Source: an optimization exercise on an open RTL-to-GDS flow (aim: small area, a short achievable clock period and few clock cycles per item). Production flows keep margins and buffers that such runs may drop. The RTL was checked by simulation tests, not by an equivalence proof against the original design.

===== flow/config.mk =====
export PLATFORM = sky130hd
export DESIGN_NAME = calcpos
export DESIGN_NICKNAME = calcpos
export VERILOG_FILES = /design/flow/design.v
export SDC_FILE = /design/flow/constraint.sdc
export NUM_CORES = 4
export LEC_CHECK = 0
export ABC_AREA = 1
export CAP_MARGIN = 20
export CORE_MARGIN = 2
export CORE_UTILIZATION = 40
export SLEW_MARGIN = 20

===== flow/constraint.sdc =====
create_clock -name core_clock -period 15.0 [get_ports {clk}]
set_input_delay 3.0000 -clock core_clock [delete_from_list [all_inputs] [get_ports {clk}]]
set_output_delay 3.0000 -clock core_clock [all_outputs]
set_load 0.01 [all_outputs]

===== flow/design.v =====
module calcpos (
    input             clk,
    input             reset,
    input             sample_valid,
    input             trig,
    input      [19:0] adc_a,
    input      [19:0] adc_b,
    input      [19:0] adc_c,
    input      [19:0] adc_d,
    input      [15:0] cha_gain,
    input      [15:0] chb_gain,
    input      [15:0] chc_gain,
    input      [15:0] chd_gain,
    input      [31:0] cha_offset,
    input      [31:0] chb_offset,
    input      [31:0] chc_offset,
    input      [31:0] chd_offset,
    input      [31:0] divide,
    input      [31:0] kx,
    input      [31:0] ky,
    input      [31:0] xpos_offset,
    input      [31:0] ypos_offset,
    output reg        data_rdy,
    output     [31:0] trignum,
    output     [31:0] cha_mag,
    output     [31:0] chb_mag,
    output     [31:0] chc_mag,
    output     [31:0] chd_mag,
    output     [31:0] sum,
    output     [31:0] xpos,
    output     [31:0] ypos
);
  localparam NQ   = 4;             
  localparam NPOS = 8;             
  localparam NB   = NQ * NPOS;     
  localparam DW   = 40;            
  wire        sv, tg;
  wire [19:0] adc_in [0:3];
  wire [15:0] gain_in [0:3];
  wire [31:0] ofs_in [0:3];
  reg  [31:0] trigcnt;
  assign sv = sample_valid;
  assign tg = trig;
  assign adc_in[0] = adc_a;  assign gain_in[0] = cha_gain;  assign ofs_in[0] = cha_offset;
  assign adc_in[1] = adc_b;  assign gain_in[1] = chb_gain;  assign ofs_in[1] = chb_offset;
  assign adc_in[2] = adc_c;  assign gain_in[2] = chc_gain;  assign ofs_in[2] = chc_offset;
  assign adc_in[3] = adc_d;  assign gain_in[3] = chd_gain;  assign ofs_in[3] = chd_offset;
  reg  v2, t2;
  wire ld1 = sv & tg;            
  wire idle;
  wire ld2 = ((ld1 & ~v2) | (v2 & t2)) & idle & ~reset;
  always @(posedge clk) begin
    if (reset) begin
      v2 <= 1'b0;
      t2 <= 1'b0;
      trigcnt <= 32'd0;
    end else begin
      v2 <= sv;
      t2 <= tg;
      if (sample_valid & trig) trigcnt <= trigcnt + 32'd1;
    end
  end
  assign trignum = trigcnt;
  localparam S_IDLE = 3'd0;
  localparam S_DIV  = 3'd1;   
  localparam S_SUMS = 3'd2;   
  localparam S_POS  = 3'd3;   
  localparam S_TAIL = 3'd4;   
  reg [2:0]  state;
  reg [3:0]  cnt;
  reg [31:0] dvs;             
  reg [33:0] dvs3;            
  reg [31:0] dvm;             
  reg [33:0] dvm3;            
  assign idle  = (state == S_IDLE);
  wire st_div  = (state == S_DIV);
  wire st_sums = (state == S_SUMS);
  wire st_pos  = (state == S_POS);
  wire st_tail = (state == S_TAIL);
  wire pos_first = st_pos & (cnt == NPOS);
  wire pos_last  = st_pos & (cnt == 4'd1);
  function [33:0] r4;
    input [31:0] r;
    input [1:0]  b;
    input [31:0] d;
    input [33:0] d3;
    reg   [34:0] x, t1, t2, t3;
    begin
      x  = {1'b0, r, b};
      t1 = x - {3'b0, d};
      t2 = x - {2'b0, d, 1'b0};
      t3 = x - {1'b0, d3};
      if (!t3[34])      r4 = {2'd3, t3[31:0]};
      else if (!t2[34]) r4 = {2'd2, t2[31:0]};
      else if (!t1[34]) r4 = {2'd1, t1[31:0]};
      else              r4 = {2'd0, x[31:0]};
    end
  endfunction
  wire [31:0]   qv [0:3];        
  wire [3:0]    qs;              
  wire [31:0]   remq [0:3];
  wire [NQ-1:0] qd [0:3];
  wire [31:0]   rem_sums [0:1];  
  wire [3:0]    lt16, lt17, lt18, lt19, lt20, lt21, lt22, lt23, lt24;   
  wire m2 = |divide[31:1];
  wire m3 = |divide[31:2];
  wire m4 = |divide[31:3];
  wire m5 = |divide[31:4];
  wire q16 = &lt16 | (&lt17 & m2) | (&lt18 & m3) | (&lt19 & m4) | (&lt20 & m5);
  wire q20 = &lt20 | (&lt21 & m2) | (&lt22 & m3) | (&lt23 & m4) | (&lt24 & m5);
  genvar g;
  generate
    for (g = 0; g < 4; g = g + 1) begin : chn
      wire [19:0] adc_r  = adc_in[g];
      wire [15:0] gain_r = gain_in[g];
      wire [31:0] ofs_r  = ofs_in[g];
      wire [16:0] gx = {gain_r, 1'b0};
      wire [46:0] row [0:8];
      wire [7:0]  ng;
      genvar i;
      for (i = 0; i < 8; i = i + 1) begin : bt
        wire [2:0]  bd  = gx[2*i+2:2*i];
        wire        one = bd[0] ^ bd[1];
        wire        two = (bd == 3'b100) | (bd == 3'b011);
        wire [20:0] pm  = one ? {adc_r[19], adc_r} : two ? {adc_r, 1'b0} : 21'd0;
        wire [20:0] px  = pm ^ {21{bd[2]}};
        assign ng[i] = bd[2];
        if (i == 0) begin : r0
          assign row[0] = {12'hfff, 1'b0, 1'b1, 1'b0, 1'b1, 1'b0, 1'b1, 1'b0, 1'b1,
                           1'b0, 1'b1, 1'b0, 1'b1, ~px[20], px[20], px[20:0]};
        end else begin : ri
          assign row[i] = ({26'd0, ~px[20], px[19:0]} << (2*i)) | ({46'd0, ng[i-1]} << (2*i-2));
        end
      end
      assign row[8] = {~ofs_r, ng[7], 14'd0};
      wire [46:0] a0s = row[0] ^ row[1] ^ row[2];
      wire [46:0] a0c = ((row[0] & row[1]) | (row[0] & row[2]) | (row[1] & row[2])) << 1;
      wire [46:0] a1s = row[3] ^ row[4] ^ row[5];
      wire [46:0] a1c = ((row[3] & row[4]) | (row[3] & row[5]) | (row[4] & row[5])) << 1;
      wire [46:0] a2s = row[6] ^ row[7] ^ row[8];
      wire [46:0] a2c = ((row[6] & row[7]) | (row[6] & row[8]) | (row[7] & row[8])) << 1;
      wire [46:0] b0s = a0s ^ a0c ^ a1s;
      wire [46:0] b0c = ((a0s & a0c) | (a0s & a1s) | (a0c & a1s)) << 1;
      wire [46:0] b1s = a1c ^ a2s ^ a2c;
      wire [46:0] b1c = ((a1c & a2s) | (a1c & a2c) | (a2s & a2c)) << 1;
      wire [46:0] c0s = b0s ^ b0c ^ b1s;
      wire [46:0] c0c = ((b0s & b0c) | (b0s & b1s) | (b0c & b1s)) << 1;
      wire [46:0] es = c0s ^ c0c ^ b1c;
      wire [46:0] ec = ((c0s & c0c) | (c0s & b1c) | (c0c & b1c)) << 1;
      reg [46:0] ps;
      reg [46:1] pc;
      always @(posedge clk) begin
        ps <= es;
        pc <= ec[46:1];
      end
      wire [46:0] pf = ps + {pc, 1'b0} + 47'h000000008000;
      wire [30:0] chi = pf[46:16];
      wire        pb15 = pf[15];
      wire [31:0] corr   = {chi, pb15};
      wire [39:0] corr40 = {{8{corr[31]}}, corr};
      reg  [39:0] acc;
      always @(posedge clk) begin
        if (reset)   acc <= 40'd0;
        else if (v2) acc <= t2 ? corr40 : acc + corr40;
      end
      reg  [DW-1:0] dsr;
      reg  [31:0]   rem;
      reg           qneg;
      wire [39:0] lat_abs = acc[39] ? (40'd0 - acc) : acc;
      assign lt16[g] = acc[39] ? ((&acc[39:16]) & (|acc[15:0])) : ~(|acc[39:16]);
      assign lt17[g] = acc[39] ? ((&acc[39:17]) & (|acc[16:0])) : ~(|acc[39:17]);
      assign lt18[g] = acc[39] ? ((&acc[39:18]) & (|acc[17:0])) : ~(|acc[39:18]);
      assign lt19[g] = acc[39] ? ((&acc[39:19]) & (|acc[18:0])) : ~(|acc[39:19]);
      assign lt20[g] = acc[39] ? ((&acc[39:20]) & (|acc[19:0])) : ~(|acc[39:20]);
      assign lt21[g] = acc[39] ? ((&acc[39:21]) & (|acc[20:0])) : ~(|acc[39:21]);
      assign lt22[g] = acc[39] ? ((&acc[39:22]) & (|acc[21:0])) : ~(|acc[39:22]);
      assign lt23[g] = acc[39] ? ((&acc[39:23]) & (|acc[22:0])) : ~(|acc[39:23]);
      assign lt24[g] = acc[39] ? ((&acc[39:24]) & (|acc[23:0])) : ~(|acc[39:24]);
      wire [31:0] rn;
      wire [NQ-1:0] q;
      wire [31:0] dv  = (g < 2) ? dvs : dvm;
      wire [33:0] dv3 = (g < 2) ? dvs3 : dvm3;
      wire [33:0] sa = r4(rem, dsr[DW-1:DW-2], dv, dv3);
      wire [33:0] sb = r4(sa[31:0], dsr[DW-3:DW-4], dv, dv3);
      assign q  = {sa[33:32], sb[33:32]};
      assign rn = sb[31:0];
      assign qd[g]   = q;
      assign remq[g] = rem;
      assign qv[g]   = dsr[31:0];
      assign qs[g]   = qneg;
      wire [DW+31:0] lx = {{(DW-8){1'b0}}, lat_abs};
      wire [DW+31:0] ldv;
      assign ldv = q16 ? (lx << 24) : q20 ? (lx << 20) : lx;
      always @(posedge clk) begin
        if (ld2) begin
          qneg <= acc[39];
          dsr  <= ldv[DW-1:0];
        end else if (st_div)
          dsr <= {dsr[DW-NQ-1:0], q};
        else if (st_sums)
          dsr <= {{(DW-32){1'b0}}, qneg ? (32'd0 - dsr[31:0]) : dsr[31:0]};
      end
      if (g >= 2) begin : rg
        always @(posedge clk) begin
          if (ld2) rem <= ldv[DW+31:DW];
          else rem <= rn;
        end
      end else begin : rp
        always @(posedge clk) begin
          if (ld2) rem <= ldv[DW+31:DW];
          else if (st_sums) rem <= rem_sums[g];
          else rem <= rn;
        end
      end
    end
  endgenerate
  function [63:0] csa4;       
    input [31:0] a, b, c, d;
    reg   [31:0] s1, c1, s2, c2;
    begin
      s1 = a ^ b ^ c;
      c1 = ((a & b) | (a & c) | (b & c)) << 1;
      s2 = s1 ^ c1 ^ d;
      c2 = ((s1 & c1) | (s1 & d) | (c1 & d)) << 1;
      csa4 = {c2, s2};
    end
  endfunction
  wire [31:0] ma = qv[0] ^ {32{qs[0]}};
  wire [31:0] mb = qv[1] ^ {32{qs[1]}};
  wire [31:0] mc = qv[2] ^ {32{qs[2]}};
  wire [31:0] md = qv[3] ^ {32{qs[3]}};
  wire [63:0] ssum = csa4(ma, mb, mc, md);
  wire [2:0]  nneg = qs[0] + qs[1] + qs[2] + qs[3];
  wire [63:0] sxn = csa4(ma, md, ~mb, ~mc);
  wire [63:0] syn = csa4(ma, mb, ~mc, ~md);
  wire [3:0]  xcor = 4'd2 + qs[0] + qs[3] - qs[1] - qs[2];
  wire [3:0]  ycor = 4'd2 + qs[0] + qs[1] - qs[2] - qs[3];
  wire [31:0] sum_p = ssum[31:0] + ssum[63:32] + {29'd0, nneg};
  wire [31:0] sum_n = ~ssum[31:0] + ~ssum[63:32] + 32'd2 - {29'd0, nneg};
  wire [31:0] xn_p  = sxn[31:0] + sxn[63:32] + {{28{xcor[3]}}, xcor};
  wire [31:0] xn_n  = ~sxn[31:0] + ~sxn[63:32] + 32'd2 - {{28{xcor[3]}}, xcor};
  wire [31:0] yn_p  = syn[31:0] + syn[63:32] + {{28{ycor[3]}}, ycor};
  wire [31:0] yn_n  = ~syn[31:0] + ~syn[63:32] + 32'd2 - {{28{ycor[3]}}, ycor};
  wire [33:0] sum3_p = {2'b00, sum_p} + {1'b0, sum_p, 1'b0};
  wire [33:0] sum3_n = {2'b00, sum_n} + {1'b0, sum_n, 1'b0};
  assign rem_sums[0] = xn_p[31] ? xn_n : xn_p;
  assign rem_sums[1] = yn_p[31] ? yn_n : yn_p;
  reg [31:0] sum_r;
  reg        negx, negy, zero;
  reg [32:0] kxr, kyr;          
  reg [34:0] kx3, ky3;          
  localparam BW = 32 + NB;      
  reg [BW-1:0] bx, by;          
  reg [NQ-1:0] dx, dy;
  wire [31:0] rx = remq[0], ry = remq[1];
  wire satx = (rx >= dvs);
  wire saty = (ry >= dvs);
  wire [32:0] kxs = negx ? (33'd0 - kxr) : kxr;
  wire [32:0] kys = negy ? (33'd0 - kyr) : kyr;
  wire [34:0] kxs3 = negx ? (35'd0 - kx3) : kx3;
  wire [34:0] kys3 = negy ? (35'd0 - ky3) : ky3;
  always @(posedge clk) begin
    if (ld1) dvs <= divide;
    else if (st_sums) dvs <= sum_p[31] ? sum_n : sum_p;
    if (ld1) dvs3 <= {2'b00, divide} + {1'b0, divide, 1'b0};
    else if (st_sums) dvs3 <= sum_p[31] ? sum3_n : sum3_p;
    if (ld1) dvm <= divide;
    if (ld1) dvm3 <= {2'b00, divide} + {1'b0, divide, 1'b0};
  end
  function [36:0] kmul;       
    input [1:0]  d;
    input [32:0] k;
    input [34:0] k3;
    begin
      case (d)
        2'd0: kmul = 37'd0;
        2'd1: kmul = {{4{k[32]}}, k};
        2'd2: kmul = {{3{k[32]}}, k, 1'b0};
        default: kmul = {{2{k3[34]}}, k3};
      endcase
    end
  endfunction
  wire [36:0] lx = kmul(dx[1:0], kxr, kx3);
  wire [36:0] ly = kmul(dy[1:0], kyr, ky3);
  wire [BW-1:0] hxe, hye;
  wire [36:0] hx = kmul(dx[3:2], kxr, kx3);
  wire [36:0] hy = kmul(dy[3:2], kyr, ky3);
  assign hxe = {{(BW-39){hx[36]}}, hx, 2'b00};
  assign hye = {{(BW-39){hy[36]}}, hy, 2'b00};
  wire [BW-1:0] bx_next = {bx[BW-NQ-1:0], {NQ{1'b0}}} + hxe + {{(BW-37){lx[36]}}, lx};
  wire [BW-1:0] by_next = {by[BW-NQ-1:0], {NQ{1'b0}}} + hye + {{(BW-37){ly[36]}}, ly};
  always @(posedge clk) begin
    if (st_sums) begin
      sum_r <= sum_p;
      negx  <= xn_p[31] ^ sum_p[31];
      negy  <= yn_p[31] ^ sum_p[31];
      zero  <= (sum_p == 32'd0);
      kxr   <= {kx[31], kx};
      kyr   <= {ky[31], ky};
      kx3   <= {{3{kx[31]}}, kx} + {{2{kx[31]}}, kx, 1'b0};
      ky3   <= {{3{ky[31]}}, ky} + {{2{ky[31]}}, ky, 1'b0};
    end
    if (pos_first) begin
      kxr <= (zero | satx) ? 33'd0 : kxs;
      kyr <= (zero | saty) ? 33'd0 : kys;
      kx3 <= (zero | satx) ? 35'd0 : kxs3;
      ky3 <= (zero | saty) ? 35'd0 : kys3;
      bx  <= {{(BW-32){1'b0}}, zero ? 32'd0 : satx ? kxs[31:0] : xpos_offset};
      by  <= {{(BW-32){1'b0}}, zero ? 32'd0 : saty ? kys[31:0] : ypos_offset};
    end else if (st_pos | st_tail) begin
      bx <= bx_next;
      by <= by_next;
    end
    if (st_pos) begin
      dx <= pos_last ? (qd[0] & ~((1 << (NB - 31)) - 1)) : qd[0];
      dy <= pos_last ? (qd[1] & ~((1 << (NB - 31)) - 1)) : qd[1];
    end
  end
  assign cha_mag = qv[0];
  assign chb_mag = qv[1];
  assign chc_mag = qv[2];
  assign chd_mag = qv[3];
  assign sum  = sum_r;
  assign xpos = bx[BW-1:BW-32];
  assign ypos = by[BW-1:BW-32];
  wire [3:0] ndiv = q16 ? 4'd4 : q20 ? 4'd5 : 4'd10;
  always @(posedge clk) begin
    if (reset) begin
      state    <= S_IDLE;
      data_rdy <= 1'b0;
      cnt      <= 4'd0;
    end else begin
      data_rdy <= 1'b0;
      case (state)
        S_IDLE: if (ld2) begin
          state <= S_DIV;
          cnt   <= ndiv;
        end
        S_DIV: begin
          cnt <= cnt - 4'd1;
          if (cnt == 4'd1) begin
            state <= S_SUMS;
          end
        end
        S_SUMS: begin
          state <= S_POS;
          cnt   <= NPOS;
        end
        S_POS: begin
          cnt <= cnt - 4'd1;
          if (cnt == 4'd1) state <= S_TAIL;
        end
        default: begin   
          data_rdy <= 1'b1;
          state    <= S_IDLE;
        end
      endcase
    end
  end
endmodule

===== flow/flow/run.sh =====
#!/bin/bash
set -euo pipefail
sed 's/ CLKGATE_MAP_FILE= / CLKGATE_MAP_FILE= SETUP_SLACK_MARGIN=8 /' standard.sh > standard_margin.sh
grep -q 'SETUP_SLACK_MARGIN=8' standard_margin.sh
bash standard_margin.sh > make.log 2>&1

===== flow/standard.sh =====
#!/bin/bash
# synth_recipe.tcl (not shown) runs the flow's synth.tcl, then flattens the netlist and writes it again
# the make line also repeats each setting of config.mk as NAME=value (left out here)
make -C /OpenROAD-flow-scripts/flow DESIGN_CONFIG=/design/flow/config.mk WORK_HOME=/design/flow/orfs CLKGATE_MAP_FILE= SYNTH_SCRIPT=/design/flow/synth_recipe.tcl "${@:-finish}"

==> impl_metrics.yaml <==
worst_setup_path:
  crit_path_end_kind: "flop"
  startpoint_type: "flop"
  critPathKind: "flop to flop"
  critPathArrivalTime_ns: 7.54
  critPathRequiredTime_ns: 15.59
  crit_fanout: 29
layout:
  nFillCells: 52000
  final_cell_mix: "nand2_1 (6393), inv_1 (4155), a21oi_1 (2566)"
  multi_input_area_mm2: 0.151
  regArea_mm2: 0.0308
  fin_util_pct: 44.9
  nets: 33400
  syn2layout_area_growth_pct: 11.7
  instances_no_fill: 36600
  final_common_cell: "nand2_1"
  drive_gt1_share_pct: 5.00
global_routing:
  gr-total-overflow: 0
  grt_max_degree: 168
  grt_use_total_pct: 33.5
  grt_pass1_vias: 193000
  grt_pass1_wl_um: 1290000
  antenna_found_initial: 39
clock_network:
  cts_tree: "yes"
  cts_made_buffers: 177
  clk_latency_ns: 0.98
  cts.sinks: 1271
  clock-root-buffer: "clkbuf_16"
  hold_buffers: 0
  clockBufferDepth: 4
  clkTransAtPathRegs_ns: 0.06
  cts_htree_levels: 4
detailed_routing:
  wire_per_inst_um: 24.4
  first_pass_iters: 10
  drt_iter0_drc: 23000
  drcViolationCount: 0
  viasPerCell: 5.69
  dr_total_vias: 208000
  wl_um: 893000
  ant_nets: 0
synth:
  synth_cells: 29500
  synth_top_family_by_area: "adder cells"
  syn_nets: 33100
  synth_edf_count: 537
  ys_seq_area_share_pct: 15.4
  synth-simple-area-share_pct: 22.8
  synth_compound_area_share_pct: 18.8
  synthesis.area_mm2: 0.200
  synth.mux.area_fraction_pct: 0.0575
  synth_ff_type: "dfxtp_1"
  ys_ff_latch: 1271
  postSynth.asyncResetShare_pct: 0
  ys_warn_count: 1
  synthDistinctLibCells: 92
  synth-adder-area-share_pct: 23.0
  synth-xor-area-share_pct: 9.36
  syn_avg_cell_area_um2: 6.78
sta:
  period_minus_slack_ns: 6.95
  slew_viol_final: 0
  tightest_slew_ns: 1.17
  slew_headroom_pct: 21.8
  tns_ns: 0
  max_freq_ghz: 0.144
  setup_viol: 0
  hold_violations: 0
  rsz0062_at_grt: "yes"
  finClkSkew_ns: 0.0748
  fin_crit_sh_pct: 46.4
die:
  coreArea_mm2: 0.498
  rows: 259
  pin_count: 693
  initial_core_util_pct: 40.2
  die-area_mm2: 0.506
  die_h_um: 711
  die_w_um: 711
place:
  dpl.cell_count: 36100
  io_buffers: 692
  gp_congestion: 1.08
  hpwlAfterDp_um: 726000
outcome:
  run_status: "complete, no violations"
worst_hold_path:
  min_path_type: "flop to flop"
flow_run:
  maxCapViolCount: 0
## logic make-up (layout without fill, tap and decap cells)
| group | count (synthesis) | after routing |
|---|---|---|
| other | 0 | 24 |
| DFF | 1271 | 1271 |
| AOI/OAI and AO/OA | 6699 | 6699 |
| xor gates and xnor gates | 2138 | 2138 |
| buffers and inverters | 5329 | 5720 |
| and+or+nand+nor | 10900 | 11000 |
| muxes | 11 | 11 |
| adders and majority gates | 3144 | 3144 |
## area by class of cell
type / count / area share [%]
Antenna cell: 24 / 0.0269
Clock buffer: 233 / 2.18
Clock inverter: 95 / 0.461
Inverter: 4251 / 7.21
Multi-Input combinational cell: 22900 / 67.7
Sequential cell: 1271 / 13.8
Tap cell: 6655 / 3.73
Timing Repair Buffer: 1139 / 4.91
Timing Repair inverter: 2 / 0.00672
## metal layers
layer | global-route usage, % | part of all wire [%]
met2 | 49.0 | 41
met3 | 7.89 | 11
met5 | 0 | 0.0096
met4 | 14.8 | 5.2
met1 | 46.6 | 44
## through the flow
step / setup slack (ns) / instance area [um^2] / hold WS (ns)
floorplan: 8.03 / 200000 / 0.403
global placement: 5.65 / 212000 / 0.468
detailed placement: 5.62 / 213000 / 0.473
CTS: 7.82 / 220000 / 0.482
global route: 7.83 / 223000 / 0.500
finish: 8.05 / 224000 / 0.483
## cell usage after synthesis, types with 42 or more instances
library cell / count / area share [%]
a211oi_1: 42 / 0.16
a21boi_0: 67 / 0.25
a21o_1: 147 / 0.55
a21oi_1: 2612 / 6.5
a221oi_1: 83 / 0.36
a22oi_1: 52 / 0.20
a31oi_1: 276 / 0.86
buf_1: 104 / 0.20
buf_2: 103 / 0.26
buf_4: 215 / 0.81
clkbuf_1: 636 / 1.2
dfxtp_1: 734 / 7.3
edfxtp_1: 537 / 8.1
fa_1: 889 / 8.9
ha_1: 2255 / 14
inv_1: 4195 / 7.9
nand2_1: 6452 / 12
nand3_1: 1244 / 3.1
nand3b_1: 50 / 0.19
nand4_1: 341 / 1.1
nor2_1: 2047 / 3.8
nor3_1: 359 / 0.90
nor4_1: 153 / 0.48
o211ai_1: 318 / 1.2
o21a_1: 128 / 0.48
o21ai_0: 2316 / 5.8
o21ai_1: 116 / 0.29
o21bai_1: 171 / 0.64
o221ai_1: 166 / 0.73
o22ai_1: 77 / 0.24
or2_2: 120 / 0.38
xnor2_1: 651 / 2.8
xor2_1: 1485 / 6.5
## state kept, by name (all words and copies together) (netlist names), 4 cells and up
register  cells
chn.acc     160
dx            4
by           64
dvm          31
trigcnt      32
dvs3         33
kx3          35
kyr          33
sum_r        32
chn.qneg      4
chn.pc      168
chn.dsr     160
ky3          35
kxr          33
bx           64
chn.rem     128
dvs          32
dy            4
cnt           4
dvm3         34
chn.ps      172
## repair_timing
| item | CTS | global route |
|---|---|---|
| resized for setup | 255 | 401 |
| endpoints found under the setup margin | 434 | 389 |
| gates cloned | 10 | 8 |
| pin swaps | 21 | 81 |
| setup buffers | 50 | 132 |
## worst paths after layout
check,cells past startpoint,to,slack [ns],from
setup / recovery,19,zero$_DFFE_PP_,8.05,chn[0].qneg$_DFFE_PP_
hold / removal,2,trigcnt[3]$_SDFFE_PP0P_,0.48,trigcnt[3]$_SDFFE_PP0P_
setup reg to reg,19,zero$_DFFE_PP_,8.05,chn[0].qneg$_DFFE_PP_
hold reg to reg,2,trigcnt[3]$_SDFFE_PP0P_,0.48,trigcnt[3]$_SDFFE_PP0P_
## worst max-delay path, stage by stage (launching register included)
cell and delay, ns:
edfxtp_1 0.43, buf_4 0.18, clkbuf_16 0.20, xnor2_1 0.73, fa_1 0.61, fa_1 0.45
ha_1 0.35, ha_1 0.47, nand2_1 0.13, nor3_2 0.22, nand2_1 0.17, nor4b_1 0.28
nand2_1 0.11, nand2_1 0.07, nand2_1 0.09, nand2_4 0.17, buf_8 0.27, ha_1 0.20
nand4_1 0.45, nor4_4 0.98
Testbench counts, summed over its fixed seeds: cycles 5,928, items 384.

==> afterwards: timing with drivers on the ports <==
The flow's constraints put no driver on any port. The routed layout listed below was extracted and timed again, unchanged, in two steps. Step 1 assumes that a clkbuf_16 drives the clock port and a buf_2 every other input. Step 2, shift: input delay + t, output delay - t, t = (earliest + latest rising clock arrival at the registers) / 2. This alone moves slack from input paths to output paths. Slacks: no drivers / after step 1 / after step 2; pairs: no drivers / after step 1.
shift t [ns]: 1.068
slack for setup (ns): 8.047 / 8.047 / 7.092
worst register clock-pin slew, ns: 0.08 / 0.08
worst data-port slew with drivers (ns): 0.19
pins driven straight from the clock port: 1
After both steps setup and hold are still met in this run. For this run, drivers alone change the setup slack by 0.000 ns; drivers and shift together by -0.955 ns.
